Source: an optimization exercise on an open RTL-to-GDS flow (aim: small area). Production flows keep margins and buffers that such runs may drop.
In this exercise RTL edits were held to simulation tests only and were not proved equivalent to the original.
The clock port is modelled as an ideal driver; clocking choices that lean on that would not hold on a real chip.
Power and IR drop assume default switching activity.

==> flow/design.v <==
module mkmif(
             input wire           clk,
             input wire           reset_n,
             output wire          spi_sclk,
             output wire          spi_cs_n,
             input wire           spi_do,
             output wire          spi_di,
             input wire           cs,
             input wire           we,
             input wire  [7 : 0]  address,
             input wire  [31 : 0] write_data,
             output wire [31 : 0] read_data
            );
  localparam ADDR_NAME0       = 8'h00;
  localparam ADDR_NAME1       = 8'h01;
  localparam ADDR_VERSION     = 8'h02;
  localparam ADDR_CTRL        = 8'h08;
  localparam ADDR_STATUS      = 8'h09;
  localparam ADDR_SCLK_DIV    = 8'h0a;
  localparam ADDR_EMEM_ADDR   = 8'h10;
  localparam ADDR_EMEM_DATA   = 8'h20;
  localparam DEFAULT_SCLK_DIV = 16'h0020;
  localparam CORE_NAME0   = 32'h6d6b6d69;  
  localparam CORE_NAME1   = 32'h66202020;  
  localparam CORE_VERSION = 32'h302e3130;  
  localparam CTRL_RDYA  = 3'h0;
  localparam CTRL_RDYB  = 3'h1;
  localparam CTRL_SET   = 3'h2;
  localparam CTRL_START = 3'h3;
  localparam CTRL_CSL   = 3'h4;
  localparam CTRL_CMPL  = 3'h5;
  localparam CTRL_WAIT  = 3'h6;
  localparam CTRL_DONE  = 3'h7;
  reg  [2 : 0]  ctrl_reg;
  reg  [2 : 0]  ctrl_new;
  reg  [2 : 0]  op_reg;          
  reg           valid_reg;
  reg           sclk_reg;
  reg  [15 : 0] sclk_div_reg;
  reg  [15 : 0] addr_reg;
  reg           addr_ok_reg;     
  reg  [31 : 0] wdata_reg;
  reg           wdata_ok_reg;    
  reg  [31 : 0] rdata_reg;
  reg           rdata_ok_reg;    
  reg           rdata_hi_ok_reg;  
  reg  [47 : 0] shift_reg;
  reg           addr_ok_snap;
  reg           wdata_ok_snap;
  reg  [15 : 0] div_reg;
  reg  [15 : 0] clk_ctr_reg;
  reg  [5 : 0]  bit_ctr_reg;
  reg           do_sample0_reg;
  reg           do_sample1_reg;
  wire bus_wr    = cs & we;
  wire bus_rd    = cs & ~we;
  wire is_init   = op_reg[2];
  wire is_write  = op_reg[1] & ~op_reg[2];
  wire pending   = |op_reg;
  wire st_ready  = (ctrl_reg == CTRL_RDYA) | (ctrl_reg == CTRL_RDYB);
  wire st_set    = ctrl_reg == CTRL_SET;
  wire st_start  = ctrl_reg == CTRL_START;
  wire st_wait   = ctrl_reg == CTRL_WAIT;
  wire st_cmpl   = ctrl_reg == CTRL_CMPL;
  wire accept    = st_ready & pending;
  wire load_op   = (st_ready & ~pending) | st_cmpl;
  wire tick      = clk_ctr_reg == div_reg;
  wire fall      = st_wait & tick & sclk_reg;
  wire shift     = fall & (is_init | (bit_ctr_reg[5 : 3] != 3'h0));
  wire done      = is_init ? bit_ctr_reg[4] : (&bit_ctr_reg[5 : 3]);
  reg           di;
  assign spi_sclk = sclk_reg;
  assign spi_cs_n = ~(ctrl_reg[2] & ctrl_reg[1]);
  assign spi_di   = di;
  always @ (posedge clk or negedge reset_n)
    begin
      if (!reset_n)
        begin
          ctrl_reg     <= CTRL_RDYA;
          op_reg       <= 3'b100;
          valid_reg    <= 1'b0;
          sclk_reg     <= 1'b0;
          sclk_div_reg <= DEFAULT_SCLK_DIV;
          addr_ok_reg  <= 1'b0;
          wdata_ok_reg <= 1'b0;
          rdata_ok_reg <= 1'b0;
          rdata_hi_ok_reg <= 1'b0;
        end
      else
        begin
          ctrl_reg <= ctrl_new;
          if (load_op)
            op_reg <= (bus_wr && (address == ADDR_CTRL)) ? write_data[2 : 0] : 3'h0;
          if (accept & op_reg[0])
            valid_reg <= 1'b0;
          else if (st_cmpl)
            valid_reg <= 1'b1;
          if (st_start)
            sclk_reg <= 1'b0;
          else if (st_wait & tick)
            sclk_reg <= ~sclk_reg;
          if (bus_wr && (address == ADDR_SCLK_DIV))
            sclk_div_reg <= write_data[15 : 0];
          if (bus_wr && (address == ADDR_EMEM_ADDR))
            addr_ok_reg <= 1'b1;
          if (bus_wr && (address == ADDR_EMEM_DATA))
            wdata_ok_reg <= 1'b1;
          if (st_cmpl)
            begin
              rdata_ok_reg    <= 1'b1;
              rdata_hi_ok_reg <= ~is_init;
            end
        end
    end
  always @ (posedge clk)
    begin
      do_sample0_reg <= spi_do;
      do_sample1_reg <= do_sample0_reg;
      if (bus_wr && (address == ADDR_EMEM_ADDR))
        addr_reg <= write_data[15 : 0];
      if (bus_wr && (address == ADDR_EMEM_DATA))
        wdata_reg <= write_data;
      if (st_cmpl)
        rdata_reg <= shift_reg[31 : 0];
      if (st_set)
        begin
          div_reg       <= sclk_div_reg;
          addr_ok_snap  <= addr_ok_reg;
          wdata_ok_snap <= wdata_ok_reg;
        end
      if (st_set | shift)
        shift_reg <= ({48{st_set}} & {addr_reg, wdata_reg}) |
                     ({48{shift}}  & {shift_reg[46 : 0], do_sample1_reg});
      if (!st_wait || tick)
        clk_ctr_reg <= 16'h0;
      else
        clk_ctr_reg <= clk_ctr_reg + 1'b1;
      if (!st_wait)
        bit_ctr_reg <= 6'h0;
      else if (fall)
        bit_ctr_reg <= bit_ctr_reg + 1'b1;
    end
  always @*
    begin : ctrl
      case (ctrl_reg)
        CTRL_RDYA, CTRL_RDYB: ctrl_new = pending ? CTRL_SET : CTRL_RDYB;
        CTRL_SET:             ctrl_new = CTRL_START;
        CTRL_START:           ctrl_new = CTRL_CSL;
        CTRL_CSL:             ctrl_new = CTRL_WAIT;
        CTRL_WAIT:            ctrl_new = done ? CTRL_DONE : CTRL_WAIT;
        CTRL_DONE:            ctrl_new = CTRL_CMPL;
        default:              ctrl_new = CTRL_RDYA;
      endcase
    end
  always @*
    begin : di_gen
      if (is_init)
        di = (bit_ctr_reg == 6'd7) | (bit_ctr_reg == 6'd9) | (bit_ctr_reg == 6'd15);
      else if (bit_ctr_reg[5 : 3] == 3'h0)
        di = (bit_ctr_reg[2 : 0] == 3'd6) | ((bit_ctr_reg[2 : 0] == 3'd7) & ~op_reg[1]);
      else if (bit_ctr_reg < 6'd24)
        di = shift_reg[47] & addr_ok_snap;
      else
        di = shift_reg[47] & wdata_ok_snap & op_reg[1];
    end
  reg [31 : 0] tmp_read_data;
  always @*
    begin : api
      tmp_read_data = 32'h0;
      if (bus_rd)
        begin
          case (address)
            ADDR_NAME0:     tmp_read_data = CORE_NAME0;
            ADDR_NAME1:     tmp_read_data = CORE_NAME1;
            ADDR_VERSION:   tmp_read_data = CORE_VERSION;
            ADDR_STATUS:    tmp_read_data = {30'h0, valid_reg, (ctrl_reg == CTRL_RDYB)};
            ADDR_SCLK_DIV:  tmp_read_data = {16'h0, sclk_div_reg};
            ADDR_EMEM_ADDR: tmp_read_data = addr_ok_reg ? {16'h0, addr_reg} : 32'h0;
            ADDR_EMEM_DATA: tmp_read_data = {(rdata_hi_ok_reg ? rdata_reg[31 : 16] : 16'h0),
                                              (rdata_ok_reg ? rdata_reg[15 : 0] : 16'h0)};
            default:        tmp_read_data = 32'h0;
          endcase
        end
    end
  assign read_data = tmp_read_data;
endmodule  
==> flow/flow/run.sh <==
#!/bin/bash
# The standard layout (standard.sh, standard synthesis unchanged) with:
# - port buffers made from the smallest buffer cell (buf_1),
# - clock tree synthesis without dummy load cells,
# - after CTS, cells downsized where slack, slew and capacitance margins allow (flow/area_recover.tcl).
# Each make step's full log stays under orfs/logs/; standard.sh's own output goes to standard.log.
set -euo pipefail
HERE=$(pwd)
export BUFFER_PORTS_ARGS="-buffer_cell sky130_fd_sc_hd__buf_1"
export CTS_ARGS="-sink_clustering_enable -repair_clock_nets -dont_use_dummy_load -buf_list sky130_fd_sc_hd__clkbuf_8"
export POST_CTS_TCL="$HERE/flow/post_cts.tcl"
bash standard.sh > standard.log 2>&1
==> flow/flow/area_recover.tcl <==
# Area recovery: try each cell in a smaller drive strength of the same
# function (same name up to the drive suffix); keep the change only if
# setup and hold slack, max slew, max capacitance and the flip-flop clock-pin
# slews all stay within margins.
proc ar_clk_slew_max {} {
  set worst 0.0
  foreach p [get_pins -hierarchical */CLK] {
    set s [get_property $p slew_max]
    if {$s > $worst} { set worst $s }
  }
  return $worst
}

proc ar_ok { setup_min hold_min clk_slew_max } {
  if {[sta::max_slew_violation_count] > 0} { return 0 }
  if {[sta::max_capacitance_violation_count] > 0} { return 0 }
  if {[sta::max_slew_check_slack_limit] < 0.2} { return 0 }
  if {[sta::max_capacitance_check_slack_limit] < 0.2} { return 0 }
  if {[sta::worst_slack -max] < $setup_min} { return 0 }
  if {[sta::worst_slack -min] < $hold_min} { return 0 }
  if {[ar_clk_slew_max] > $clk_slew_max} { return 0 }
  return 1
}

proc area_recover { {setup_min 0.5} {hold_min 0.1} {clk_slew_max 0.110} } {
  set libname [get_name [get_libs *]]
  # family -> list of {area cellname}
  array set fam {}
  foreach lc [get_lib_cells */*] {
    set n [get_name $lc]
    if {![regexp {^(sky130_fd_sc_hd__[a-z0-9]+)_([0-9]+)$} $n -> f d]} continue
    if {[get_property $lc dont_use]} continue
    lappend fam($f) [list [get_property $lc area] $n]
  }
  set insts {}
  foreach inst [get_cells *] {
    set m [get_property $inst ref_name]
    if {![regexp {^(sky130_fd_sc_hd__[a-z0-9]+)_([0-9]+)$} $m -> f d]} continue
    if {[string match *tap* $f] || [string match *fill* $f] || [string match *decap* $f]} continue
    if {![info exists fam($f)]} continue
    set a [get_property [get_lib_cells */$m] area]
    lappend insts [list $a [get_name $inst] $f $m]
  }
  set saved 0.0
  set n 0
  foreach e [lsort -real -decreasing -index 0 $insts] {
    lassign $e a iname f m
    foreach c [lsort -real -increasing -index 0 $fam($f)] {
      lassign $c ca cn
      if {$ca >= $a} break
      replace_cell $iname $cn
      if {[ar_ok $setup_min $hold_min $clk_slew_max]} {
        set saved [expr {$saved + $a - $ca}]
        incr n
        break
      }
      replace_cell $iname $m
    }
  }
  puts "area_recover: $n cells downsized, [format %.1f $saved] um2 saved"
}
==> flow/flow/post_cts.tcl <==
# Downsize cells with margin to spare (see area_recover.tcl), then legalize.
source [file join [file dirname [info script]] area_recover.tcl]
area_recover 0.4 0.1 0.115
detailed_placement
check_placement -verbose
==> flow/standard.sh <==
#!/bin/bash
# synth_recipe.tcl (not shown) runs the flow's synth.tcl, then flattens the netlist and writes it again
# the make line also repeats each setting of config.mk as NAME=value (left out here)
make -C /OpenROAD-flow-scripts/flow DESIGN_CONFIG=/design/flow/config.mk WORK_HOME=/design/flow/orfs CLKGATE_MAP_FILE= SYNTH_SCRIPT=/design/flow/synth_recipe.tcl "${@:-finish}"
==> flow/config.mk <==
export PLATFORM = sky130hd
export DESIGN_NAME = mkmif
export DESIGN_NICKNAME = mkmif
export VERILOG_FILES = /design/flow/design.v
export SDC_FILE = /design/flow/constraint.sdc
export NUM_CORES = 4
export LEC_CHECK = 0
export CAP_MARGIN = 20
export CORE_MARGIN = 2
export CORE_UTILIZATION = 40
export CTS_BUF_LIST = sky130_fd_sc_hd__clkbuf_8
export SLEW_MARGIN = 20
==> flow/constraint.sdc <==
create_clock -name core_clock -period 6.0 [get_ports {clk}]
set_input_delay 1.2000 -clock core_clock [delete_from_list [all_inputs] [get_ports {clk}]]
set_output_delay 1.2000 -clock core_clock [all_outputs]
set_load 0.01 [all_outputs]
==> results of run 1 <==
## path summary, 6_finish.rpt
check                                from              end  slack [ps]  depth (start not counted)
max in group asynchronous         reset_n  sclk_div_reg[0]        5010                          1
hold / removal             do_sample0_reg   do_sample1_reg         310                          0
setup / recovery               address[3]     read_data[2]        1030                          8
setup reg to reg           clk_ctr_reg[5]     shift_reg[2]        1520                          7
min in group asynchronous         reset_n  sclk_div_reg[1]         480                          1
hold reg to reg            do_sample0_reg   do_sample1_reg         310                          0
## per-layer routing
layer | GRT usage (%) | wire length, µm
met1 | 24.6 | 8420
met2 | 26.5 | 8580
met3 | 2.98 | 854
met4 | 6.23 | 329
met5 | 0 | 0
## final cells by class
cell class | instances | area [µm²]
fillers | 1813 | 10900
multi-input cells | 332 | 2230
well taps | 265 | 332
inverters | 9 | 33.8
flip-flops and latches | 198 | 5570
repair buffers | 86 | 332
clock buffers | 17 | 194
## synth_stat cells (2+ instances only)
master,n
nand3_1,12
dfrtp_1,26
and3_1,13
o21ai_0,19
or4_1,2
nor4_1,4
inv_1,9
clkbuf_1,20
buf_4,2
and4_1,3
nand2_1,38
buf_6,2
nor4_2,2
edfxtp_1,146
o31ai_1,2
nand4_1,5
and2_1,8
buf_2,7
a22o_1,52
a22oi_1,10
ha_1,5
a21oi_1,30
or3_1,4
dfxtp_1,24
nor3b_1,2
nand3b_1,2
xnor2_1,3
nor2b_1,7
nor2_1,35
a221oi_1,4
mux2_2,18
a222oi_1,6
dfstp_2,2
or2_2,4
nor3_1,2
xor2_1,28
## worst register-to-register path, stage by stage (launching register included)
cell and delay [ps]:
dfxtp_1 390, xor2_1 180, nor4_1 380, nand4_1 450, a2111oi_0 480, buf_2 890, or2_2 640, buf_2 650
## kinds of logic after synthesis
group | Yosys count | share of synthesized area [%]
AND/OR/NAND/NOR | 149 | 9.66
XOR/XNOR | 31 | 3.39
flip-flops | 198 | 69.5
adder cells (fa/ha/maj) | 6 | 0.905
multiplexers | 18 | 2.53
buffers and inverters | 40 | 2.26
AO/OA/AOI/OAI | 128 | 11.8
## placed cells by master (no fill, tap or decap), types with 2 or more instances in the layout
| master | count |
|---|---|
| a21oi_1 | 30 |
| a221oi_1 | 4 |
| a222oi_1 | 6 |
| a22o_1 | 52 |
| a22oi_1 | 10 |
| and2_1 | 8 |
| and3_1 | 13 |
| and4_1 | 3 |
| buf_1 | 81 |
| buf_2 | 3 |
| clkbuf_2 | 2 |
| clkbuf_4 | 5 |
| clkbuf_8 | 11 |
| dfrtp_1 | 26 |
| dfstp_2 | 2 |
| dfxtp_1 | 24 |
| edfxtp_1 | 146 |
| ha_1 | 5 |
| inv_1 | 9 |
| mux2_2 | 18 |
| nand2_1 | 38 |
| nand3_1 | 12 |
| nand3b_1 | 2 |
| nand4_1 | 5 |
| nor2_1 | 35 |
| nor2b_1 | 7 |
| nor3_1 | 3 |
| nor3b_1 | 2 |
| nor4_1 | 6 |
| o21ai_0 | 19 |
| o31ai_1 | 2 |
| or2_2 | 4 |
| or3_1 | 4 |
| or4_1 | 2 |
| xnor2_1 | 3 |
| xor2_1 | 28 |
## through the flow
stage          power (W)  std cells  hold slack (ps)  area [µm²]
2_1_floorplan    0.00216        570              310        8020
3_3_place_gp     0.00232        889              316        8550
3_5_place_dp     0.00233        890              315        8560
5_1_grt          0.00301        907              318        8690
6_report         0.00288        907              314        8690
## power by group
| part | total (W) | leakage [nW] | internal, W | switching [W] |
|---|---|---|---|---|
| logic | 0.000408 | 0.900 | 0.000132 | 0.000276 |
| registers | 0.00188 | 1.90 | 0.00176 | 0.000116 |
| clock network | 0.000592 | 0.106 | 0.000204 | 0.000388 |
==> impl_metrics.yaml, run 1 <==
timing:
  fin_ws_ps: 1030
  relSlewSlack_pct: 28.9
  worst_slew_pin_slew_ps: 1070
  fmax_mhz: 201
  post-route-period-util_pct: 82.8
  report.final.setup_viol: 0
  drv_slew: 0
  fin_crit_ps: 4970
  setup-tns-final_ps: 0
  skew_ps: 39.0
  hold_viol: 0
  rsz0062_at_grt: "false"
setup_path:
  path_cells: "buf_1 -> nor3_1 -> nor2b_1 -> a32o_1 -> nand3b_1 -> buf_1 -> nor2_1 -> buf_1"
  slowest_delay_ps: 570
  cp_top_family: "buffers and inverters"
  cp_common_cell: "buf_1"
  worstSetupPathType: "in -> out"
  end_kind: "primary output"
  setup.worst_path.start_class: "primary input"
  required_ps: 4800
  cp_num_buf_inv: 3
  critPathMaxFanout: 20
  crit_slowest_cell: "buf_1"
  crit_arrival_ps: 3770
placed_design:
  port_buffers: 79
  globalplace.congestion: 0.896
  dpl_worst_slack_ps: 1300
  dp_hpwl_um: 12400
synth:
  syn_inst: 570
  syn_avg_cell_area_um2: 14.1
  ys.flop_type: "edfxtp_1"
  ys_top_cells_by_area: "edfxtp_1 (55%), dfrtp_1 (8.1%), dfxtp_1 (6.0%), a22o_1 (5.7%), xor2_1 (3.1%)"
  synth-seq-cells: 198
  seq_area_frac_synth_pct: 69.5
  synthesis.nets: 620
  synth.distinct_cells: 48
  synth_edf_count: 146
  yosysWarnings: 1
  yosys.area.top_type: "edfxtp_1"
  synth_top_cell_area_share_pct: 54.7
  async_flop_share_pct: 14.1
  syn_area_um2: 8020
die:
  die_x_um: 146
  initial_core_util_pct: 40.9
  core_area_um2: 19600
  row_count: 51
  die_h_um: 146
  dieArea_um2: 21200
  ios: 80
power_and_ir_drop:
  vdd_ir_drop_max_uv: 146
  powerDensity_nw_per_um2: 331
  p_leak_nw: 2.90
clock_tree:
  cts_tree: "done"
  cts_sinks: 198
  insertion_delay_ps: 770
  cts.clk_slew.worst_paths_ps: 110
run:
  cap_violations: 0
detailed_routing:
  dr_total_vias: 4939
  viasPerCell: 5.45
  firstDrtPassIters: 5
  ant_nets: 0
  dr.first_iter.drc_count: 350
  routedWlPerCell_um: 20.0
  remaining_drc_errors: 0
  routed_wl_um: 18200
layout:
  drive_gt1_share_pct: 7.48
  syn2layout_area_growth_pct: 8.40
  fin_util_pct: 44.4
  diodes: 0
  largest_register_ffs: 48
  fin_nets: 694
grt:
  grt_max_degree: 68
  grt_pass1_wl_um: 28200
  grtUsageTotal_pct: 17.2
  overflow: 0
  antenna_found_initial: 0
  grt_pass1_vias: 4882
worst_hold_path:
  hold_class: "reg -> reg"
outcome:
  status: "finished clean"
==> run 2, diff against run 1 <==
--- a/flow/flow/area_recover.tcl
+++ b/flow/flow/area_recover.tcl
@@ -11,15 +11,29 @@
   return $worst
 }
 
-proc ar_ok { setup_min hold_min clk_slew_max } {
+proc ar_ok { setup_min hold_min slew_min cap_min clk_slew_max is_clock } {
   if {[sta::max_slew_violation_count] > 0} { return 0 }
   if {[sta::max_capacitance_violation_count] > 0} { return 0 }
-  if {[sta::max_slew_check_slack_limit] < 0.2} { return 0 }
-  if {[sta::max_capacitance_check_slack_limit] < 0.2} { return 0 }
+  if {[sta::max_slew_check_slack_limit] < $slew_min} { return 0 }
+  if {[sta::max_capacitance_check_slack_limit] < $cap_min} { return 0 }
   if {[sta::worst_slack -max] < $setup_min} { return 0 }
   if {[sta::worst_slack -min] < $hold_min} { return 0 }
-  if {[ar_clk_slew_max] > $clk_slew_max} { return 0 }
+  if {$is_clock && [ar_clk_slew_max] > $clk_slew_max} { return 0 }
   return 1
+}
+
+# Is the instance part of the clock network (drives a clock net)?
+proc ar_is_clock { iname } {
+  set block [ord::get_db_block]
+  set inst [$block findInst $iname]
+  if {$inst == "NULL"} { return 0 }
+  foreach it [$inst getITerms] {
+    if {[$it isOutputSignal]} {
+      set net [$it getNet]
+      if {$net != "NULL" && [$net getSigType] == "CLOCK"} { return 1 }
+    }
+  }
+  return 0
 }
 
 proc area_recover { {setup_min 0.5} {hold_min 0.1} {clk_slew_max 0.110} } {
@@ -41,15 +55,22 @@
     set a [get_property [get_lib_cells */$m] area]
     lappend insts [list $a [get_name $inst] $f $m]
   }
+  # Margins: the given ones, or what the design already has where that is less.
+  set setup_min [expr {min($setup_min, [sta::worst_slack -max])}]
+  set hold_min [expr {min($hold_min, [sta::worst_slack -min])}]
+  set slew_min [expr {min(0.2, [sta::max_slew_check_slack_limit])}]
+  set cap_min [expr {min(0.2, [sta::max_capacitance_check_slack_limit])}]
+  set clk_slew_max [expr {max($clk_slew_max, [ar_clk_slew_max])}]
   set saved 0.0
   set n 0
   foreach e [lsort -real -decreasing -index 0 $insts] {
     lassign $e a iname f m
+    set is_clock [ar_is_clock $iname]
     foreach c [lsort -real -increasing -index 0 $fam($f)] {
       lassign $c ca cn
       if {$ca >= $a} break
       replace_cell $iname $cn
-      if {[ar_ok $setup_min $hold_min $clk_slew_max]} {
+      if {[ar_ok $setup_min $hold_min $slew_min $cap_min $clk_slew_max $is_clock]} {
         set saved [expr {$saved + $a - $ca}]
         incr n
         break
--- a/flow/config.mk
+++ b/flow/config.mk
@@ -9,4 +9,5 @@
 export CORE_MARGIN = 2
 export CORE_UTILIZATION = 40
 export CTS_BUF_LIST = sky130_fd_sc_hd__clkbuf_8
+export PLACE_DENSITY = 0.9
 export SLEW_MARGIN = 20
==> run 2 against run 1 <==
  * Still clean
  * Register-to-register slack improved by 70 ps
  * Area after synthesis did not move
  * Via count rose by 4.4%
  * Combinational power barely moved
  * First-iteration DRC count rose by 92%
  * Clock power fell by 3%
  * Design area fell by 0.12%
  * Routed wire length fell by 4.0%
  * Clock-buffer cell count did not move
  * Non-clock buffer count fell by 1
  * Maximum frequency fell by 2.4%
  * Worst hold slack improved by 20 ps
==> impl_metrics.yaml, run 2 <==
setup_path:
  end_kind: "primary output"
  r2r_slack_ps: 1590
  crit_arrival_ps: 3890
  setup.worst_path.start_class: "primary input"
  worstSetupPathType: "in -> out"
  required_ps: 4800
  critPathMaxFanout: 28
clock_tree:
  cts_tree: "done"
  cts.clk_slew.worst_paths_ps: 80
  insertion_delay_ps: 600
  cts_sinks: 198
power_and_ir_drop:
  clockPowerShare_pct: 19.9
  intPower_w: 0.00209
  pwr-share-seq_pct: 65.8
  power_switching_w: 0.000775
  p_leak_nw: 2.90
  p_total_w: 0.00287
  vdd_ir_drop_max_uv: 200
  swShare_pct: 27.0
  powerDensity_nw_per_um2: 330
  pwr-share-comb_pct: 14.2
grt:
  antenna_found_initial: 0
  grt_max_degree: 67
  grtUsageTotal_pct: 16.6
  grt_pass1_vias: 5101
  grt_pass1_wl_um: 27500
  overflow: 0
placed_design:
  port_buffers: 79
  globalplace.congestion: 0.905
  dp_hpwl_um: 12300
timing:
  worst_slew_pin_slew_ps: 1130
  report.final.setup_viol: 0
  fmax_mhz: 196
  drv_slew: 0
  post-route-period-util_pct: 84.9
  skew_ps: 43.1
  fin_crit_ps: 5090
  hold_viol: 0
  setup-tns-final_ps: 0
  hold_slack_ps: 333
  relSlewSlack_pct: 24.6
  rsz0062_at_grt: "false"
layout:
  largest_register_ffs: 48
  multiInputGateArea_um2: 2230
  final_cell_mix: "edfxtp_1 (146), buf_1 (80), a22o_1 (52)"
  syn2layout_area_growth_pct: 8.27
  seq_area_um2: 5570
  fillers: 1725
  final_common_cell: "edfxtp_1"
  fin_util_pct: 44.3
  drive_gt1_share_pct: 7.49
  fin_nets: 693
  diodes: 0
die:
  core_area_um2: 19600
  dieArea_um2: 21200
  ios: 80
  die_h_um: 146
  initial_core_util_pct: 40.9
  row_count: 51
  die_x_um: 146
synth:
  post-synth-top-count-cell: "edfxtp_1"
  synth_edf_count: 146
  ys.flop_type: "edfxtp_1"
  yosys.area.top_type: "edfxtp_1"
  async_flop_share_pct: 14.1
  synth_top_cell_area_share_pct: 54.7
  syn_avg_cell_area_um2: 14.1
  synth.distinct_cells: 48
  ys_top_cells_by_area: "edfxtp_1 (55%), dfrtp_1 (8.1%), dfxtp_1 (6.0%), a22o_1 (5.7%), xor2_1 (3.1%)"
  synth_common_cells: "edfxtp_1 (146), a22o_1 (52), nand2_1 (38), nor2_1 (35), a21oi_1 (30)"
  syn_area_um2: 8020
  seq_area_frac_synth_pct: 69.5
  syn_inst: 570
  synth-seq-cells: 198
  yosysWarnings: 1
  synthesis.nets: 620
detailed_routing:
  ant_nets: 0
  routedWlPerCell_um: 19.3
  firstDrtPassIters: 5
  remaining_drc_errors: 0
  dr_total_vias: 5158
  dr.first_iter.drc_count: 673
  routed_wl_um: 17500
  viasPerCell: 5.69
run:
  cap_violations: 0
worst_hold_path:
  hold_class: "reg -> reg"
outcome:
  status: "finished clean"
==> run 2: cell counts after synthesis <==
No cell type changed its count.
==> run 2: cell type report <==
| cell class | instances | share of cell area [%] |
|---|---|---|
| Tap cell | 265 | 3.82 |
| Inverter | 9 | 0.389 |
| Multi-Input combinational cell | 332 | 25.7 |
| Timing Repair Buffer | 85 | 3.78 |
| Sequential cell | 198 | 64.2 |
| Clock buffer | 17 | 2.16 |
==> run 2: final timing paths <==
check | startpoint | to | depth (start not counted)
min in group asynchronous | reset_n | sclk_div_reg[8] | 1
hold reg to reg | do_sample0_reg | do_sample1_reg | 0
setup / recovery | address[2] | read_data[4] | 7
setup reg to reg | clk_ctr_reg[5] | shift_reg[12] | 7
max in group asynchronous | reset_n | ctrl_reg[2] | 1
hold / removal | do_sample0_reg | do_sample1_reg | 0
==> run 2: cell families (layout without fill, tap and decap cells) <==
| group | count (synthesis) | count (layout) | share of synthesized area [%] |
|---|---|---|---|
| AO/OA/AOI/OAI | 128 | 128 | 11.8 |
| adder cells (fa/ha/maj) | 6 | 6 | 0.905 |
| XOR/XNOR | 31 | 31 | 3.39 |
| flip-flops | 198 | 198 | 69.5 |
| buffers and inverters | 40 | 111 | 2.26 |
| multiplexers | 18 | 18 | 2.53 |
| AND/OR/NAND/NOR | 149 | 149 | 9.66 |
==> run 2: stage by stage <==
stage	cell area, µm²	instances	worst slack, ps
2_1_floorplan	8020	570	2020
3_3_place_gp	8550	889	1250
3_5_place_dp	8550	889	1120
5_1_grt	8680	906	846
6_report	8680	906	908
==> run 2: per-layer routing <==
metal	track usage, %	wire length, µm
met3	3.73	1220
met5	0	0
met4	8.53	654
met1	21.1	7050
met2	26.8	8540
==> run 2: worst max-delay path: stages <==
cell	delay (ps)
buf_1	60
or3_1	450
nor3_1	380
a32o_1	240
nand3b_1	750
a21oi_1	610
buf_1	200
==> run 2: power by group through the flow <==
stage | Sequential, W | Combinational (W) | Clock (W)
2_1_floorplan | 0.00186 | 0.000303 | 0
5_1_grt | 0.00191 | 0.000448 | 0.000633
6_report | 0.00189 | 0.000409 | 0.000572
3_3_place_gp | 0.00190 | 0.000402 | 0
3_5_place_dp | 0.00191 | 0.000421 | 0
==> run 3, diff against run 2 <==
--- a/flow/design.v
+++ b/flow/design.v
@@ -67,6 +67,7 @@
   wire tick      = clk_ctr_reg == div_reg;
   wire fall      = st_wait & tick & sclk_reg;
   wire shift     = fall & (is_init | (bit_ctr_reg[5 : 3] != 3'h0));
+  wire sr_hold   = ~(st_set | shift);
   wire done      = is_init ? bit_ctr_reg[4] : (&bit_ctr_reg[5 : 3]);
   reg           di;
   assign spi_sclk = sclk_reg;
@@ -128,9 +129,9 @@
           addr_ok_snap  <= addr_ok_reg;
           wdata_ok_snap <= wdata_ok_reg;
         end
-      if (st_set | shift)
-        shift_reg <= ({48{st_set}} & {addr_reg, wdata_reg}) |
-                     ({48{shift}}  & {shift_reg[46 : 0], do_sample1_reg});
+      shift_reg <= ({48{st_set}}  & {addr_reg, wdata_reg}) |
+                   ({48{shift}}   & {shift_reg[46 : 0], do_sample1_reg}) |
+                   ({48{sr_hold}} & shift_reg);
       if (!st_wait || tick)
         clk_ctr_reg <= 16'h0;
       else
==> flow/flow/post_cts.tcl (replaced) <==
# Downsize cells with margin to spare (see area_recover.tcl), then legalize.
source [file join [file dirname [info script]] area_recover.tcl]
area_recover 0.4 0.1 0.110
detailed_placement
check_placement -verbose
--- a/flow/config.mk
+++ b/flow/config.mk
@@ -9,5 +9,4 @@
 export CORE_MARGIN = 2
 export CORE_UTILIZATION = 40
 export CTS_BUF_LIST = sky130_fd_sc_hd__clkbuf_8
-export PLACE_DENSITY = 0.9
 export SLEW_MARGIN = 20
==> run 3 against run 2 <==
  * Final cell count increased by 4.7%
  * Sequential power decreased by 8%
  * Clock-buffer cell count unchanged
  * Routed wire length increased by 0.42%
  * Maximum frequency increased by 2.5%
  * Area after synthesis decreased by 1.2%
  * Largest cell class unchanged
==> impl_metrics.yaml, run 3 <==
placed_design:
  globalplace.congestion: 0.861
  port_buffers: 79
  dp_hpwl_um: 11900
synth:
  yosysWarnings: 1
  post-synth-top-count-cell: "edfxtp_1"
  syn_area_um2: 7920
  synth-seq-cells: 198
  synthesis.nets: 668
  synth_top_cell_area_share_pct: 37.2
  seq_area_frac_synth_pct: 64.2
  synth_edf_count: 98
  ys_top_cells_by_area: "edfxtp_1 (37%), dfxtp_1 (18%), dfrtp_1 (8.2%), a221o_1 (6.1%), and2_1 (3.9%)"
  async_flop_share_pct: 14.1
  syn_avg_cell_area_um2: 12.8
  synth_common_cells: "edfxtp_1 (98), dfxtp_1 (72), and2_1 (49), a221o_1 (48), nor2_1 (46)"
  synth.distinct_cells: 58
  syn_inst: 618
  ys.flop_type: "edfxtp_1"
  yosys.area.top_type: "edfxtp_1"
setup_path:
  regToRegEndpoint: "shift_reg[2]"
  crit_arrival_ps: 3770
  ff2ff_path_depth: 5
  worstSetupPathType: "in -> out"
  required_ps: 4800
  crit_start: "address[3]"
  r2r_slack_ps: 3300
  setup.worst_path.start_class: "primary input"
  end_kind: "primary output"
  critPathMaxFanout: 16
  cp-endpoint: "read_data[4]"
  reg2reg_from: "clk_ctr_reg[5]"
power_and_ir_drop:
  vdd_ir_drop_max_uv: 146
  p_total_w: 0.00255
  p_leak_nw: 2.94
  powerDensity_nw_per_um2: 299
timing:
  skew_ps: 35.9
  drv_slew: 0
  worst_slew_pin_slew_ps: 1050
  setup-tns-final_ps: 0
  relSlewSlack_pct: 29.7
  fin_crit_ps: 4970
  report.final.setup_viol: 0
  rsz0062_at_grt: "false"
  post-route-period-util_pct: 82.8
  hold_viol: 0
  fmax_mhz: 201
layout:
  syn2layout_area_growth_pct: 7.71
  largest_register_ffs: 48
  drive_gt1_share_pct: 5.56
  fillers: 1854
  final_common_cell: "edfxtp_1"
  final_cell_mix: "edfxtp_1 (98), buf_1 (79), dfxtp_1 (72)"
  fin_nets: 735
die:
  row_count: 51
  die_h_um: 145
  die_x_um: 145
  ios: 80
  initial_core_util_pct: 40.7
  dieArea_um2: 20900
  core_area_um2: 19500
clock_tree:
  cts_tree: "done"
  insertion_delay_ps: 580
  cts_sinks: 198
  cts.clk_slew.worst_paths_ps: 100
worst_hold_path:
  hold_depth: 0
  hold_class: "reg -> reg"
detailed_routing:
  remaining_drc_errors: 0
  viasPerCell: 5.41
  routed_wl_um: 17500
  ant_nets: 0
  dr.first_iter.drc_count: 428
  dr_total_vias: 5135
  routedWlPerCell_um: 18.5
  firstDrtPassIters: 7
grt:
  grt_max_degree: 68
  antenna_found_initial: 1
  overflow: 0
  grt_pass1_vias: 5091
  grt_pass1_wl_um: 28000
  grtUsageTotal_pct: 17.7
outcome:
  status: "finished clean"
run:
  cap_violations: 0
run 3: worst min-delay path by stage:
stage	slack, ps	from	endpoint
2_1_floorplan	310	do_sample0_reg	do_sample1_reg
3_3_place_gp	310	do_sample0_reg	do_sample1_reg
3_5_place_dp	320	do_sample0_reg	do_sample1_reg
5_1_grt	350	do_sample0_reg	do_sample1_reg
6_report	340	do_sample0_reg	do_sample1_reg
run 3: where the power goes:
part	internal, W	total [W]	leakage [nW]	switching (W)
sequential	0.00161	0.00173	1.83	0.000122
clock	0.000214	0.000595	0.109	0.000381
combinational	0.000123	0.000224	1.00	0.000101
total	0.00195	0.00255	2.94	0.000604
run 3: stage by stage:
step	util [%]	setup WS (ps)	hold WS, ps	instance area, µm²	cells
after global routing	43.8	920	353	8530	949
final	43.8	1030	339	8530	949
after global placement	43.3	1210	314	8440	931
after detailed placement	43.3	1180	319	8440	931
after floorplan	-	1900	310	7920	618
run 3: logic make-up after synthesis:
logic type | share of synthesized area [%]
adders and majority gates | 0.916
DFF | 64.2
muxes | 2.88
and+or+nand+nor | 13.2
buffers and inverters | 2.88
xor gates and xnor gates | 3.32
AOI/OAI and AO/OA | 12.5
run 3: layer usage:
layer	vias up	GRT usage [%]	share of wire (%)	wire length, µm
met5	-	0	0	0
met4	0	5.83	1.3	229
met2	171	28.8	49	8520
met3	16	4.01	5.0	878
met1	2524	23.4	45	7910
li1	2424	-	-	-
run 3: worst max-delay path, stage by stage:
cell	delay (ps)
buf_1	110
or4_1	550
or3_1	390
nor3_2	840
a221oi_1	190
a21oi_1	300
buf_1	190
run 3: final cells by class:
type	count	area, µm²	area share, %
sequential	198	5090	59.6
timing repair buffer	84	324	3.80
tap	265	332	3.89
inverter	11	41.3	0.484
antenna	1	2.50	0.0293
multi-input combinational	373	2540	29.8
clock buffer	17	203	2.38
==> run 4, diff against run 3 <==
--- a/flow/flow/run.sh
+++ b/flow/flow/run.sh
@@ -1,5 +1,6 @@
 #!/bin/bash
 # The standard layout (standard.sh, standard synthesis unchanged) with:
+# - the combinational logic remapped for area after floorplan (flow/post_floorplan.tcl),
 # - port buffers made from the smallest buffer cell (buf_1),
 # - clock tree synthesis without dummy load cells,
 # - after CTS, cells downsized where slack, slew and capacitance margins allow (flow/area_recover.tcl).
@@ -8,5 +9,10 @@
 HERE=$(pwd)
 export BUFFER_PORTS_ARGS="-buffer_cell sky130_fd_sc_hd__buf_1"
 export CTS_ARGS="-sink_clustering_enable -repair_clock_nets -dont_use_dummy_load -buf_list sky130_fd_sc_hd__clkbuf_8"
+# The library that restructure hands to ABC, without the platform's don't-use cells.
+python3 flow/filter_lib.py "$FLOW_HOME/platforms/sky130hd/lib/sky130_fd_sc_hd__tt_025C_1v80.lib" "$HERE/abc_lib.lib" \
+  'sky130_fd_sc_hd__probe*' 'sky130_fd_sc_hd__lpflow_*' > filter_lib.log 2>&1
+export RS_LIB="$HERE/abc_lib.lib"
+export POST_FLOORPLAN_TCL="$HERE/flow/post_floorplan.tcl"
 export POST_CTS_TCL="$HERE/flow/post_cts.tcl"
 bash standard.sh > standard.log 2>&1
==> flow/flow/filter_lib.py (new file) <==
#!/usr/bin/env python3
"""Copy a Liberty file without the cells whose names match the given glob
patterns, so that ABC (OpenROAD restructure) cannot map to them."""
import fnmatch
import re
import sys

src, dst, *patterns = sys.argv[1:]
text = open(src).read()
out = []
pos = 0
cell_re = re.compile(r'\n\s*cell\s*\(\s*"?([\w]+)"?\s*\)\s*\{')
dropped = 0
while True:
    m = cell_re.search(text, pos)
    if not m:
        out.append(text[pos:])
        break
    name = m.group(1)
    # find the matching closing brace of this cell group
    depth = 0
    i = m.end() - 1
    while True:
        c = text[i]
        if c == '{':
            depth += 1
        elif c == '}':
            depth -= 1
            if depth == 0:
                break
        i += 1
    end = i + 1
    if any(fnmatch.fnmatch(name, p) for p in patterns):
        out.append(text[pos:m.start()])
        dropped += 1
    else:
        out.append(text[pos:end])
    pos = end
open(dst, 'w').write(''.join(out))
print(f"filter_lib: dropped {dropped} cells")
==> flow/flow/post_floorplan.tcl (new file) <==
# Remap the combinational logic for area with ABC (OpenROAD restructure).
# Registers are not touched; the placement stage's repair_design and the
# CTS stage's repair_timing then fix slew, capacitance and timing.
set rs_dir [file join $::env(OBJECTS_DIR) rs_work]
file mkdir $rs_dir
set_dont_use $::env(DONT_USE_CELLS)
log_cmd restructure -target area \
  -liberty_file $::env(RS_LIB) \
  -tielo_port sky130_fd_sc_hd__conb_1/LO -tiehi_port sky130_fd_sc_hd__conb_1/HI \
  -work_dir $rs_dir -abc_logfile [file join $rs_dir abc.log]
report_design_area
==> run 4 against run 3 <==
  * Sequential share of layout area rose by 0.30 points
  * Routed wire length rose by 0.10%
  * Clock skew rose by 6.4 ps
  * Flip-flop and latch count did not move
  * Combinational power fell by 78%
==> impl_metrics.yaml, run 4 <==
worst_hold_path:
  hold_class: "in -> reg"
  worstHoldStart: "write_data[0]"
  hold_depth: 1
layout:
  diodes: 0
  largest_register_ffs: 48
  final_common_cell: "edfxtp_1"
  fillers: 1806
  design_area_um2: 8490
  fin_nets: 751
  fin_util_pct: 43.6
  syn2layout_area_growth_pct: 7.17
  drive_gt1_share_pct: 3.84
  final_cell_mix: "edfxtp_1 (98), clkinv_1 (93), buf_1 (84)"
detailed_routing:
  ant_nets: 0
  dr_total_vias: 5340
  viasPerCell: 5.51
  firstDrtPassIters: 6
  remaining_drc_errors: 0
  dr.first_iter.drc_count: 701
  routed_wl_um: 17600
  routedWlPerCell_um: 18.1
setup_path:
  crit_arrival_ps: 3930
  cp_num_buf_inv: 5
  crit_start: "address[2]"
  end_kind: "primary output"
  ff2ff_path_depth: 11
  r2r_slack_ps: 2170
  path_cells: "buf_1 -> nor4_1 -> nand2_1 -> o22a_1 -> nor3_1 -> buf_1 -> clkinv_1 -> buf_1 -> a21oi_1 -> buf_1"
  crit_cells: 10
  cp_common_cell: "buf_1"
  required_ps: 4800
  reg2reg_from: "div_reg[11]"
  crit_slowest_cell: "nor4_1"
  setup.worst_path.start_class: "primary input"
  worstSetupPathType: "in -> out"
  cp_top_family: "buffers and inverters"
  critPathMaxFanout: 18
  slowest_delay_ps: 540
die:
  core_area_um2: 19500
  row_count: 51
  ios: 80
  die_h_um: 145
  dieArea_um2: 20900
  die_x_um: 145
  initial_core_util_pct: 40.7
synth:
  synth_top_cell_area_share_pct: 37.2
  synth_edf_count: 98
  async_flop_share_pct: 14.1
  post-synth-top-count-cell: "edfxtp_1"
  ys.flop_type: "edfxtp_1"
  ys_top_cells_by_area: "edfxtp_1 (37%), dfxtp_1 (18%), dfrtp_1 (8.2%), a221o_1 (6.1%), and2_1 (3.9%)"
  synth.distinct_cells: 58
  seq_area_frac_synth_pct: 64.2
  synth-seq-cells: 198
  yosys.area.top_type: "edfxtp_1"
  yosysWarnings: 1
  syn_area_um2: 7920
  synth_common_cells: "edfxtp_1 (98), dfxtp_1 (72), and2_1 (49), a221o_1 (48), nor2_1 (46)"
  syn_inst: 618
  syn_avg_cell_area_um2: 12.8
  synthesis.nets: 668
power_and_ir_drop:
  powerDensity_nw_per_um2: 247
  vdd_ir_drop_max_uv: 135
  p_leak_nw: 2.92
timing:
  setup-tns-final_ps: 0
  skew_ps: 42.4
  rsz0062_at_grt: "false"
  post-route-period-util_pct: 85.4
  worst_slew_pin_slew_ps: 1340
  fmax_mhz: 195
  hold_viol: 0
  report.final.setup_viol: 0
  drv_slew: 0
  fin_crit_ps: 5130
  relSlewSlack_pct: 10.4
grt:
  grt_pass1_vias: 5283
  overflow: 0
  grt_max_degree: 50
  grtUsageTotal_pct: 17.6
  grt_pass1_wl_um: 27700
  antenna_found_initial: 0
clock_tree:
  insertion_delay_ps: 1370
  cts_tree: "done"
  cts_sinks: 198
  cts.clk_slew.worst_paths_ps: 110
run:
  cap_violations: 0
placed_design:
  port_buffers: 79
  placed_area_um2: 8020
  dp_hpwl_um: 11600
  globalplace.congestion: 0.843
outcome:
  status: "finished clean"
-- run 4: cell count changes in the layout (fill, tap and decap cells not counted), moves of 10 or more --
cell	before	now
xor2_1	26	0
a2bb2oi_1	0	16
nand2_1	37	17
a22o_1	3	13
dlygate4sd3_1	0	29
inv_1	11	0
and2_1	49	0
mux2_1	10	0
clkinv_1	0	93
a221o_1	48	2
a222oi_1	5	63
-- run 4: final cells by class --
type                       instances  area [µm²]  share of cell area [%]
sequential                       198        5090                    59.9
multi-input combinational        276        1850                    21.8
timing repair buffer             120         651                    7.67
inverter                          93         349                    4.11
tap                              265         332                    3.91
clock buffer                      17         218                    2.57
-- run 4: kinds of logic (layout without fill, tap and decap cells) --
family | after synthesis | after routing | synth area share (%)
AO/OA/AOI/OAI | 126 | 169 | 12.5
AND/OR/NAND/NOR | 194 | 107 | 13.2
buffers and inverters | 47 | 230 | 2.88
multiplexers | 17 | 0 | 2.88
adder cells (fa/ha/maj) | 6 | 0 | 0.916
XOR/XNOR | 30 | 0 | 3.32
flip-flops | 198 | 198 | 64.2
-- run 4: path summary, 6_finish.rpt --
check,to
max,read_data[14]
min,wdata_reg[0]
max reg2reg,shift_reg[11]
min reg2reg,do_sample1_reg
max in group asynchronous,sclk_div_reg[3]
min in group asynchronous,sclk_div_reg[8]
-- run 4: stage by stage --
| step | power (W) | cells | hold slack [ps] | setup slack [ps] |
|---|---|---|---|---|
| 2_1_floorplan | 0.00189 | 618 | 310 | 1900 |
| 3_3_place_gp | 0.00149 | 922 | 315 | 1140 |
| 3_5_place_dp | 0.00149 | 922 | 318 | 1010 |
| 5_1_grt | 0.00217 | 969 | -0.211 | 574 |
| 6_report | 0.00209 | 969 | 135 | 874 |
-- run 4: routing by layer --
layer  share of wire [%]  vias to the layer above  track usage, %
li1                    -                     2498               -
met1                  42                     2574            22.3
met2                  49                      239            29.0
met3                 6.5                       29            4.18
met4                 2.3                        0            7.56
met5                   0                        -               0
-- run 4: report_power, final --
part	switching (W)	leakage, nW	internal [W]	total [W]
combinational	0.0000257	0.987	0.0000243	0.0000500
clock	0.000389	0.114	0.000234	0.000623
sequential	0.00000355	1.82	0.00142	0.00142
total	0.000418	2.92	0.00168	0.00209
==> run 5, diff against run 4 <==
--- a/flow/flow/run.sh
+++ b/flow/flow/run.sh
@@ -16,3 +16,4 @@
 export POST_FLOORPLAN_TCL="$HERE/flow/post_floorplan.tcl"
 export POST_CTS_TCL="$HERE/flow/post_cts.tcl"
 bash standard.sh > standard.log 2>&1
+rm -f abc_lib.lib
--- a/flow/flow/area_recover.tcl
+++ b/flow/flow/area_recover.tcl
@@ -36,6 +36,8 @@
   return 0
 }
 
+set ar_clock_cells 0
+
 proc area_recover { {setup_min 0.5} {hold_min 0.1} {clk_slew_max 0.110} } {
   set libname [get_name [get_libs *]]
   # family -> list of {area cellname}
@@ -66,6 +68,8 @@
   foreach e [lsort -real -decreasing -index 0 $insts] {
     lassign $e a iname f m
     set is_clock [ar_is_clock $iname]
+    # Clock buffers are left alone: resizing one leaf changes the skew.
+    if {$is_clock && !$::ar_clock_cells} continue
     foreach c [lsort -real -increasing -index 0 $fam($f)] {
       lassign $c ca cn
       if {$ca >= $a} break
==> run 5 against run 4 <==
  * The flow now stops in clock tree synthesis (4_1_cts)
  * Area after synthesis is the same
  * Synthesized cell count unchanged
==> impl_metrics.yaml, run 5 <==
outcome:
  status: "did not finish"
  lastStage: "clock tree synthesis (4_1_cts)"
  error_line: "Error: cts.tcl, 90 can't read \"::ar_clock_cells\": no such variable"
synth:
  synth-seq-cells: 198
  synthesis.nets: 668
  syn_inst: 618
  synth.distinct_cells: 58
  post-synth-top-count-cell: "edfxtp_1"
  synth_common_cells: "edfxtp_1 (98), dfxtp_1 (72), and2_1 (49), a221o_1 (48), nor2_1 (46)"
  ys_top_cells_by_area: "edfxtp_1 (37%), dfxtp_1 (18%), dfrtp_1 (8.2%), a221o_1 (6.1%), and2_1 (3.9%)"
  synth_top_cell_area_share_pct: 37.2
  syn_area_um2: 7920
  synth_edf_count: 98
  yosysWarnings: 1
  seq_area_frac_synth_pct: 64.2
  yosys.area.top_type: "edfxtp_1"
  async_flop_share_pct: 14.1
  syn_avg_cell_area_um2: 12.8
  ys.flop_type: "edfxtp_1"
placed_design:
  dp_hpwl_um: 11600
  placed_area_um2: 8020
  globalplace.congestion: 0.843
  port_buffers: 79
die:
  row_count: 51
  ios: 80
  die_x_um: 145
  die_h_um: 145
  initial_core_util_pct: 40.7
clock_tree:
  cts_sinks: 198
-- run 5: power groups by stage --
stage	sequential (W)	clock (W)	combinational (W)
3_5_place_dp	0.00145	0	0.0000355
3_3_place_gp	0.00145	0	0.0000344
2_1_floorplan	0.00170	0	0.000190
-- run 5: cells by family after synthesis --
kind of cell    count (synthesis)  share of synthesized area, %
flops                         198                          64.2
fa+ha+maj                       6                         0.916
compound gates                126                          12.5
buf+inv                        47                          2.88
xor+xnor                       30                          3.32
mux                            17                          2.88
simple gates                  194                          13.2
-- run 5: worst min-delay path by stage --
stage	slack, ps	cells after the start	startpoint	endpoint
global placement	310	0	do_sample0_reg	do_sample1_reg
floorplan	310	0	do_sample0_reg	do_sample1_reg
detailed placement	320	0	do_sample0_reg	do_sample1_reg
-- run 5: through the flow --
stage          total power, W  worst slack, ps  cells
2_1_floorplan         0.00189             1900    618
3_5_place_dp          0.00149             1010    922
3_3_place_gp          0.00149             1140    922
==> run 6, diff against run 5 <==
--- a/flow/flow/area_recover.tcl
+++ b/flow/flow/area_recover.tcl
@@ -36,7 +36,7 @@
   return 0
 }
 
-set ar_clock_cells 0
+set ::ar_clock_cells 0
 
 proc area_recover { {setup_min 0.5} {hold_min 0.1} {clk_slew_max 0.110} } {
   set libname [get_name [get_libs *]]
==> run 6 against run 5 <==
  * Now clean on timing, DRC and antenna
  * Synthesized cell count unchanged
  * Area after synthesis unchanged
==> impl_metrics.yaml, run 6 <==
detailed_routing:
  remaining_drc_errors: 0
  dr_total_vias: 5165
  firstDrtPassIters: 6
  routed_wl_um: 17400
  viasPerCell: 5.49
  routedWlPerCell_um: 18.5
  ant_nets: 0
  dr.first_iter.drc_count: 653
layout:
  final_common_cell: "edfxtp_1"
  final_cell_mix: "edfxtp_1 (98), clkinv_1 (93), buf_1 (84)"
  fin_nets: 722
  design_area_um2: 8210
  diodes: 0
  seq_area_um2: 5090
  drive_gt1_share_pct: 4.15
  fin_util_pct: 42.2
  syn2layout_area_growth_pct: 3.71
  multiInputGateArea_um2: 1850
  fillers: 1835
  largest_register_ffs: 48
grt:
  grt_pass1_wl_um: 27700
  use_met3_pct: 4.28
  busiest_layer: "met2"
  grt_max_degree: 50
  grt_pass1_vias: 5290
  overflow: 0
  grtUsageTotal_pct: 17.6
  grt_use_met2_pct: 28.8
  met1_usage_pct: 22.3
  antenna_found_initial: 0
synth:
  yosys.area.top_type: "edfxtp_1"
  syn_area_um2: 7920
  synth.distinct_cells: 58
  synth_top_cell_area_share_pct: 37.2
  post-synth-top-count-cell: "edfxtp_1"
  synth-seq-cells: 198
  synthesis.nets: 668
  ys_top_cells_by_area: "edfxtp_1 (37%), dfxtp_1 (18%), dfrtp_1 (8.2%), a221o_1 (6.1%), and2_1 (3.9%)"
  synth_common_cells: "edfxtp_1 (98), dfxtp_1 (72), and2_1 (49), a221o_1 (48), nor2_1 (46)"
  ys.flop_type: "edfxtp_1"
  async_flop_share_pct: 14.1
  yosysWarnings: 1
  syn_avg_cell_area_um2: 12.8
  synth_edf_count: 98
  seq_area_frac_synth_pct: 64.2
  syn_inst: 618
clock_tree:
  cts.clk_slew.worst_paths_ps: 90
  cts_sinks: 198
  cts_tree: "done"
  insertion_delay_ps: 460
placed_design:
  port_buffers: 79
  globalplace.congestion: 0.843
  placed_area_um2: 8020
  dp_hpwl_um: 11600
setup_path:
  crit_arrival_ps: 3910
  required_ps: 4800
  critPathMaxFanout: 18
  reg2reg_from: "div_reg[11]"
  worstSetupPathType: "in -> out"
  end_kind: "primary output"
  ff2ff_path_depth: 11
  setup.worst_path.start_class: "primary input"
  r2r_slack_ps: 2160
  regToRegEndpoint: "shift_reg[9]"
timing:
  skew_ps: 28.0
  worst_slew_pin_slew_ps: 1040
  drv_slew: 0
  fin_crit_ps: 5110
  post-route-period-util_pct: 85.1
  relSlewSlack_pct: 31.0
  report.final.setup_viol: 0
  rsz0062_at_grt: "false"
  setup-tns-final_ps: 0
  hold_viol: 0
  fmax_mhz: 196
die:
  core_area_um2: 19500
  die_x_um: 145
  initial_core_util_pct: 40.7
  ios: 80
  row_count: 51
  die_h_um: 145
  dieArea_um2: 20900
worst_hold_path:
  worstHoldEndpoint: "do_sample1_reg"
  hold_depth: 0
  worstHoldStart: "do_sample0_reg"
  hold_class: "reg -> reg"
run:
  cap_violations: 0
power_and_ir_drop:
  powerDensity_nw_per_um2: 256
  vdd_ir_drop_max_uv: 134
  p_leak_nw: 2.81
  p_total_w: 0.00210
outcome:
  status: "finished clean"
## run 6: cell counts after synthesis
No cell type changed its count.
## run 6: metrics by stage
stage | worst slack, ps | hold WS, ps | std cells
2_1_floorplan | 1900 | 310 | 618
3_3_place_gp | 1140 | 315 | 922
3_5_place_dp | 1010 | 318 | 922
5_1_grt | 574 | 332 | 940
6_report | 891 | 318 | 940
## run 6: area by class of cell
type / count / area share, %
Timing Repair Buffer: 91 / 4.39
Inverter: 93 / 4.25
Tap cell: 265 / 4.04
Sequential cell: 198 / 61.9
Clock buffer: 17 / 2.85
Multi-Input combinational cell: 276 / 22.5
## run 6: critical path, cell delays in order
cell and delay [ps]:
buf_1 130, nor4_1 530, nand2_1 110, o22a_1 230
nor3_1 130, buf_1 220, clkinv_1 280, buf_1 500
a21oi_1 390, buf_1 190
## run 6: worst max-delay path by stage
| stage | start | end | slack [ps] |
|---|---|---|---|
| 3_3_place_gp | address[6] | read_data[14] | 1140 |
| 2_1_floorplan | address[3] | wdata_reg[0] | 1900 |
| 6_report | address[2] | read_data[14] | 890 |
| 5_1_grt | address[2] | read_data[14] | 570 |
| 3_5_place_dp | address[6] | read_data[14] | 1010 |
## run 6: routing by layer
layer	part of all wire [%]	vias up
li1	-	2436
met1	43	2480
met2	48	211
met3	6.8	38
met4	2.8	0
met5	0	-
## run 6: kinds of logic (layout without fill, tap and decap cells)
family                     Yosys count  count (layout)  synth area share (%)
DFF                                198             198                  64.2
and+or+nand+nor                    194             107                  13.2
AOI/OAI and AO/OA                  126             169                  12.5
buffers and inverters               47             201                  2.88
xor gates and xnor gates            30               0                  3.32
muxes                               17               0                  2.88
adders and majority gates            6               0                 0.916
## run 6: power by group
group | leakage (nW) | total, W | switching, W | internal [W]
combinational | 0.866 | 0.0000354 | 0.0000233 | 0.0000121
clock | 0.122 | 0.000641 | 0.000390 | 0.000251
sequential | 1.82 | 0.00142 | 0.00000355 | 0.00142
==> run 7, diff against run 6 <==
--- a/flow/config.mk
+++ b/flow/config.mk
@@ -9,4 +9,6 @@
 export CORE_MARGIN = 2
 export CORE_UTILIZATION = 40
 export CTS_BUF_LIST = sky130_fd_sc_hd__clkbuf_8
+export GPL_ROUTABILITY_DRIVEN = 0
+export GPL_TIMING_DRIVEN = 0
 export SLEW_MARGIN = 20
==> run 7 against run 6 <==
  * Clock skew up 3.5 ps
  * Worst hold slack better by 20 ps
  * Design area up 0.26%
  * First-iteration DRC count down 4.1%
  * Synthesized cell count unchanged
  * Final cell count up 0.74%
  * Critical path depth down 2
==> impl_metrics.yaml, run 7 <==
layout:
  design_area_um2: 8230
  drive_gt1_share_pct: 4.11
  final_cell_mix: "edfxtp_1 (98), buf_1 (94), clkinv_1 (93)"
  fin_util_pct: 42.3
  syn2layout_area_growth_pct: 3.98
  diodes: 0
  largest_register_ffs: 48
  fin_nets: 729
  final_common_cell: "edfxtp_1"
  stdcell_count: 947
setup_path:
  crit_arrival_ps: 4250
  crit_start: "address[2]"
  end_kind: "primary output"
  r2r_slack_ps: 2440
  worstSetupPathType: "in -> out"
  critPathMaxFanout: 28
  setup.worst_path.start_class: "primary input"
  reg2reg_from: "div_reg[6]"
  required_ps: 4800
grt:
  busiest_layer: "met2"
  grt_pass1_wl_um: 27400
  grt_max_degree: 29
  overflow: 0
  grt_use_met2_pct: 29.4
  antenna_found_initial: 0
  grt_pass1_vias: 5295
  grtUsageTotal_pct: 17.3
  met1_usage_pct: 20.9
  use_met3_pct: 4.28
clock_tree:
  cts_sinks: 198
  cts.clk_slew.worst_paths_ps: 80
  insertion_delay_ps: 470
  cts_tree: "done"
detailed_routing:
  viasPerCell: 5.51
  routedWlPerCell_um: 18.4
  routed_wl_um: 17500
  ant_nets: 0
  dr_total_vias: 5217
  firstDrtPassIters: 5
  remaining_drc_errors: 0
  dr.first_iter.drc_count: 626
synth:
  synthesis.nets: 668
  yosys.area.top_type: "edfxtp_1"
  post-synth-top-count-cell: "edfxtp_1"
  seq_area_frac_synth_pct: 64.2
  synth_common_cells: "edfxtp_1 (98), dfxtp_1 (72), and2_1 (49), a221o_1 (48), nor2_1 (46)"
  yosysWarnings: 1
  synth_edf_count: 98
  synth_top_cell_area_share_pct: 37.2
  syn_inst: 618
  ys.flop_type: "edfxtp_1"
  synth-seq-cells: 198
  async_flop_share_pct: 14.1
  syn_area_um2: 7920
  syn_avg_cell_area_um2: 12.8
  synth.distinct_cells: 58
  ys_top_cells_by_area: "edfxtp_1 (37%), dfxtp_1 (18%), dfrtp_1 (8.2%), a221o_1 (6.1%), and2_1 (3.9%)"
timing:
  fmax_mhz: 183
  drv_slew: 0
  fin_crit_ps: 5450
  worst_slew_pin_slew_ps: 1010
  hold_viol: 0
  skew_ps: 31.5
  report.final.setup_viol: 0
  relSlewSlack_pct: 32.3
  setup-tns-final_ps: 0
  rsz0062_at_grt: "false"
  post-route-period-util_pct: 90.9
die:
  core_area_um2: 19500
  initial_core_util_pct: 40.7
  die_h_um: 145
  dieArea_um2: 20900
  ios: 80
  die_x_um: 145
  row_count: 51
run:
  cap_violations: 0
power_and_ir_drop:
  vdd_ir_drop_max_uv: 141
  p_leak_nw: 2.80
  powerDensity_nw_per_um2: 254
worst_hold_path:
  hold_class: "reg -> reg"
  worstHoldStart: "do_sample0_reg"
placed_design:
  post-place-cells: 929
  dp_hpwl_um: 12600
  port_buffers: 79
  placed_area_um2: 8140
outcome:
  status: "finished clean"
[run 7: kinds of logic after synthesis]
group / share of synthesized area (%)
xor gates and xnor gates: 3.32
muxes: 2.88
DFF: 64.2
buffers and inverters: 2.88
AOI/OAI and AO/OA: 12.5
adders and majority gates: 0.916
and+or+nand+nor: 13.2
[run 7: cell type report]
cell class                      instances  area, µm²
Fill cell                            1822      11200
Sequential cell                       198       5090
Multi-Input combinational cell        276       1850
Timing Repair Buffer                   98        379
Inverter                               93        349
Tap cell                              265        332
Clock buffer                           17        234
[run 7: stage by stage]
stage / total power (W) / setup WS, ps / hold WS, ps
after floorplan: 0.00189 / 1900 / 310
after global placement: 0.00149 / -7470 / 313
after detailed placement: 0.00149 / 594 / 319
after global routing: 0.00217 / 431 / 341
final: 0.00209 / 547 / 338
[run 7: critical path: stages]
cell and delay [ps]:
buf_1 130, nor4_1 500, nand2_1 100, o22a_1 220, nor3_1 440, clkinv_1 910, a21oi_1 550, buf_1 210
[run 7: routing by layer]
metal / wire, µm / up-vias / share of wire, %
met5: 0 / - / 0
met3: 1020 / 40 / 5.8
met2: 8700 / 185 / 50
li1: - / 2454 / -
met1: 7270 / 2538 / 42
met4: 472 / 0 / 2.7
[run 7: path summary, 6_finish.rpt]
path	cells after the start	end
min reg2reg	0	do_sample1_reg
min in group asynchronous	1	sclk_div_reg[0]
max	8	read_data[14]
max in group asynchronous	1	sclk_div_reg[11]
min	0	do_sample1_reg
max reg2reg	10	shift_reg[38]
[run 7: power by group]
part           internal, W  switching [W]
combinational    0.0000120      0.0000228
clock             0.000251       0.000386
sequential         0.00142     0.00000375
==> run 8, diff against run 7 <==
--- a/flow/design.v
+++ b/flow/design.v
@@ -43,10 +43,7 @@
   reg           wdata_ok_reg;    
   reg  [31 : 0] rdata_reg;
   reg           rdata_ok_reg;    
-  reg           rdata_hi_ok_reg;  
   reg  [47 : 0] shift_reg;
-  reg           addr_ok_snap;
-  reg           wdata_ok_snap;
   reg  [15 : 0] div_reg;
   reg  [15 : 0] clk_ctr_reg;
   reg  [5 : 0]  bit_ctr_reg;
@@ -68,6 +65,8 @@
   wire fall      = st_wait & tick & sclk_reg;
   wire shift     = fall & (is_init | (bit_ctr_reg[5 : 3] != 3'h0));
   wire sr_hold   = ~(st_set | shift);
+  wire set_addr  = st_set & addr_ok_reg;
+  wire set_data  = st_set & wdata_ok_reg & is_write;
   wire done      = is_init ? bit_ctr_reg[4] : (&bit_ctr_reg[5 : 3]);
   reg           di;
   assign spi_sclk = sclk_reg;
@@ -85,7 +84,6 @@
           addr_ok_reg  <= 1'b0;
           wdata_ok_reg <= 1'b0;
           rdata_ok_reg <= 1'b0;
-          rdata_hi_ok_reg <= 1'b0;
         end
       else
         begin
@@ -107,10 +105,7 @@
           if (bus_wr && (address == ADDR_EMEM_DATA))
             wdata_ok_reg <= 1'b1;
           if (st_cmpl)
-            begin
-              rdata_ok_reg    <= 1'b1;
-              rdata_hi_ok_reg <= ~is_init;
-            end
+            rdata_ok_reg <= 1'b1;
         end
     end
   always @ (posedge clk)
@@ -126,10 +121,8 @@
       if (st_set)
         begin
           div_reg       <= sclk_div_reg;
-          addr_ok_snap  <= addr_ok_reg;
-          wdata_ok_snap <= wdata_ok_reg;
         end
-      shift_reg <= ({48{st_set}}  & {addr_reg, wdata_reg}) |
+      shift_reg <= {({16{set_addr}} & addr_reg), ({32{set_data}} & wdata_reg)} |
                    ({48{shift}}   & {shift_reg[46 : 0], do_sample1_reg}) |
                    ({48{sr_hold}} & shift_reg);
       if (!st_wait || tick)
@@ -159,10 +152,8 @@
         di = (bit_ctr_reg == 6'd7) | (bit_ctr_reg == 6'd9) | (bit_ctr_reg == 6'd15);
       else if (bit_ctr_reg[5 : 3] == 3'h0)
         di = (bit_ctr_reg[2 : 0] == 3'd6) | ((bit_ctr_reg[2 : 0] == 3'd7) & ~op_reg[1]);
-      else if (bit_ctr_reg < 6'd24)
-        di = shift_reg[47] & addr_ok_snap;
       else
-        di = shift_reg[47] & wdata_ok_snap & op_reg[1];
+        di = shift_reg[47];
     end
   reg [31 : 0] tmp_read_data;
   always @*
@@ -177,8 +168,7 @@
             ADDR_STATUS:    tmp_read_data = {30'h0, valid_reg, (ctrl_reg == CTRL_RDYB)};
             ADDR_SCLK_DIV:  tmp_read_data = {16'h0, sclk_div_reg};
             ADDR_EMEM_ADDR: tmp_read_data = addr_ok_reg ? {16'h0, addr_reg} : 32'h0;
-            ADDR_EMEM_DATA: tmp_read_data = {(rdata_hi_ok_reg ? rdata_reg[31 : 16] : 16'h0),
-                                              (rdata_ok_reg ? rdata_reg[15 : 0] : 16'h0)};
+            ADDR_EMEM_DATA: tmp_read_data = rdata_ok_reg ? rdata_reg : 32'h0;
             default:        tmp_read_data = 32'h0;
           endcase
         end
--- a/flow/config.mk
+++ b/flow/config.mk
@@ -7,8 +7,6 @@
 export LEC_CHECK = 0
 export CAP_MARGIN = 20
 export CORE_MARGIN = 2
-export CORE_UTILIZATION = 40
+export CORE_UTILIZATION = 55
 export CTS_BUF_LIST = sky130_fd_sc_hd__clkbuf_8
-export GPL_ROUTABILITY_DRIVEN = 0
-export GPL_TIMING_DRIVEN = 0
 export SLEW_MARGIN = 20
==> run 8 against run 7 <==
  * Global-route usage up 6.6 points
  * Routed wire length down 1.3%
  * Worst hold slack got worse by 9.5 ps
  * Die area decreased by 27%
  * First-iteration DRC count rose by 2.9%
  * Largest cell class unchanged
  * Largest power group unchanged
  * Clock-buffer cell count did not move
  * Clock power about the same
  * Combinational power down 5%
  * Flip-flop and latch count fell by 3
  * Highest routed layer unchanged
  * Critical path type unchanged
  * Still clean
==> impl_metrics.yaml, run 8 <==
placed_design:
  dpl_worst_slack_ps: 1230
  globalplace.congestion: 0.866
  dp_hpwl_um: 11600
  port_buffers: 79
  placed_area_um2: 7930
synth:
  synth_common_cells: "edfxtp_1 (96), dfxtp_1 (72), a21oi_1 (57), nand2_1 (52), a22oi_1 (44)"
  synthesis.nets: 694
  yosysWarnings: 1
  async_flop_share_pct: 13.8
  post-synth-top-count-cell: "edfxtp_1"
  syn_inst: 644
  synth-seq-cells: 195
  syn_avg_cell_area_um2: 12.3
  syn_area_um2: 7920
  ys.flop_type: "edfxtp_1"
  synth_edf_count: 96
  synth_top_cell_area_share_pct: 36.4
  synth.distinct_cells: 52
  seq_area_frac_synth_pct: 63.1
  yosys.area.top_type: "edfxtp_1"
  ys_top_cells_by_area: "edfxtp_1 (36%), dfxtp_1 (18%), dfrtp_1 (7.9%), a22oi_1 (4.2%), mux2i_1 (4.2%)"
grt:
  grt_pass1_wl_um: 26800
  grt_max_degree: 38
  overflow: 0
  antenna_found_initial: 0
  grt_pass1_vias: 5062
  grtUsageTotal_pct: 23.9
timing:
  skew_ps: 35.8
  report.final.setup_viol: 0
  rsz0062_at_grt: "false"
  fin_ws_ps: 660
  hold_viol: 0
  fmax_mhz: 187
  post-route-period-util_pct: 89.0
  drv_slew: 0
  fin_crit_ps: 5340
  relSlewSlack_pct: 30.5
  setup-tns-final_ps: 0
  worst_slew_pin_slew_ps: 1040
detailed_routing:
  wl_met2_um: 8410
  ant_nets: 0
  dr_total_vias: 5243
  highest_layer: "met4"
  firstDrtPassIters: 6
  viasPerCell: 6.03
  dr.first_iter.drc_count: 644
  remaining_drc_errors: 0
  wl_met1_um: 7270
  routed_wl_um: 17200
  met3_length_um: 1360
  routedWlPerCell_um: 19.8
layout:
  final_common_cell: "edfxtp_1"
  final_cell_mix: "edfxtp_1 (96), clkinv_1 (89), buf_1 (84)"
  fin_util_pct: 58.0
  diodes: 0
  fillers: 1224
  syn2layout_area_growth_pct: 2.35
  fin_nets: 737
  multiInputGateArea_um2: 1960
  design_area_um2: 8110
  seq_area_um2: 5000
  drive_gt1_share_pct: 4.20
  largest_register_ffs: 48
die:
  ios: 80
  dieArea_um2: 15400
  row_count: 43
  die_h_um: 124
  core_area_um2: 14000
  die_x_um: 124
  initial_core_util_pct: 56.6
power_and_ir_drop:
  vdd_ir_drop_max_uv: 233
  powerDensity_nw_per_um2: 256
  p_leak_nw: 2.73
setup_path:
  ff2ff_path_depth: 11
  setup.worst_path.start_class: "primary input"
  end_kind: "primary output"
  worstSetupPathType: "in -> out"
  regToRegEndpoint: "shift_reg[17]"
  crit_arrival_ps: 4140
  critPathMaxFanout: 18
  required_ps: 4800
  reg2reg_from: "ctrl_reg[1]"
  r2r_slack_ps: 2520
worst_hold_path:
  hold_class: "reg -> reg"
  worstHoldStart: "do_sample0_reg"
  worstHoldEndpoint: "do_sample1_reg"
  hold_depth: 0
clock_tree:
  cts.clk_slew.worst_paths_ps: 80
  cts_tree: "done"
  insertion_delay_ps: 470
  cts_sinks: 195
run:
  cap_violations: 0
outcome:
  status: "finished clean"
## run 8: worst max path at each step
stage / end / slack (ps) / cells past startpoint / start
after floorplan: wdata_reg[0] / 1510 / 4 / address[0]
after global placement: read_data[6] / 1300 / 10 / address[5]
after detailed placement: read_data[6] / 1230 / 10 / address[4]
after global routing: read_data[6] / 350 / 10 / address[4]
final: read_data[6] / 660 / 10 / address[4]
## run 8: per-layer routing
| layer | global-route usage [%] | up-vias |
|---|---|---|
| li1 | - | 2474 |
| met3 | 6.04 | 19 |
| met1 | 31.8 | 2530 |
| met2 | 38.4 | 220 |
| met5 | 0 | - |
| met4 | 8.22 | 0 |
## run 8: logic make-up after synthesis
logic type / count (synthesis) / synth area share [%]
XOR/XNOR: 30 / 3.32
AND/OR/NAND/NOR: 163 / 10.6
AO/OA/AOI/OAI: 154 / 13.1
flip-flops: 195 / 63.1
buffers and inverters: 48 / 2.56
multiplexers: 49 / 6.44
adder cells (fa/ha/maj): 5 / 0.790
## run 8: worst max-delay path, stage by stage
cell       delay [ps]
buf_1             150
nor4_1            700
o2111ai_1         210
o21a_1            150
nor3_1            140
buf_1             260
clkinv_1          270
buf_1             500
a21oi_1           370
buf_1             190
## run 8: area by class of cell
class / instances / area share (%)
flip-flops and latches: 195 / 61.7
multi-input cells: 297 / 24.1
repair buffers: 92 / 4.38
inverters: 89 / 4.12
clock buffers: 17 / 2.89
well taps: 180 / 2.78
## run 8: through the flow
step	hold slack (ps)	power, W	cells
2_1_floorplan	310	0.00144	644
3_3_place_gp	312	0.00146	853
3_5_place_dp	318	0.00147	853
5_1_grt	331	0.00213	870
6_report	329	0.00207	870
## run 8: power by group
group / switching (W) / total [W] / internal [W]
clock: 0.000386 / 0.000637 / 0.000251
combinational: 0.0000221 / 0.0000332 / 0.0000111
sequential: 0.00000577 / 0.00140 / 0.00140
total: 0.000414 / 0.00207 / 0.00166

Setup slack of run 8, layout unchanged: 0.660 ns with ideal ports, 0.639 ns with driving cells assumed (clock clkbuf_16, inputs buf_2), 0.639 ns with port delays also shifted by the 0.490 ns mid clock arrival.
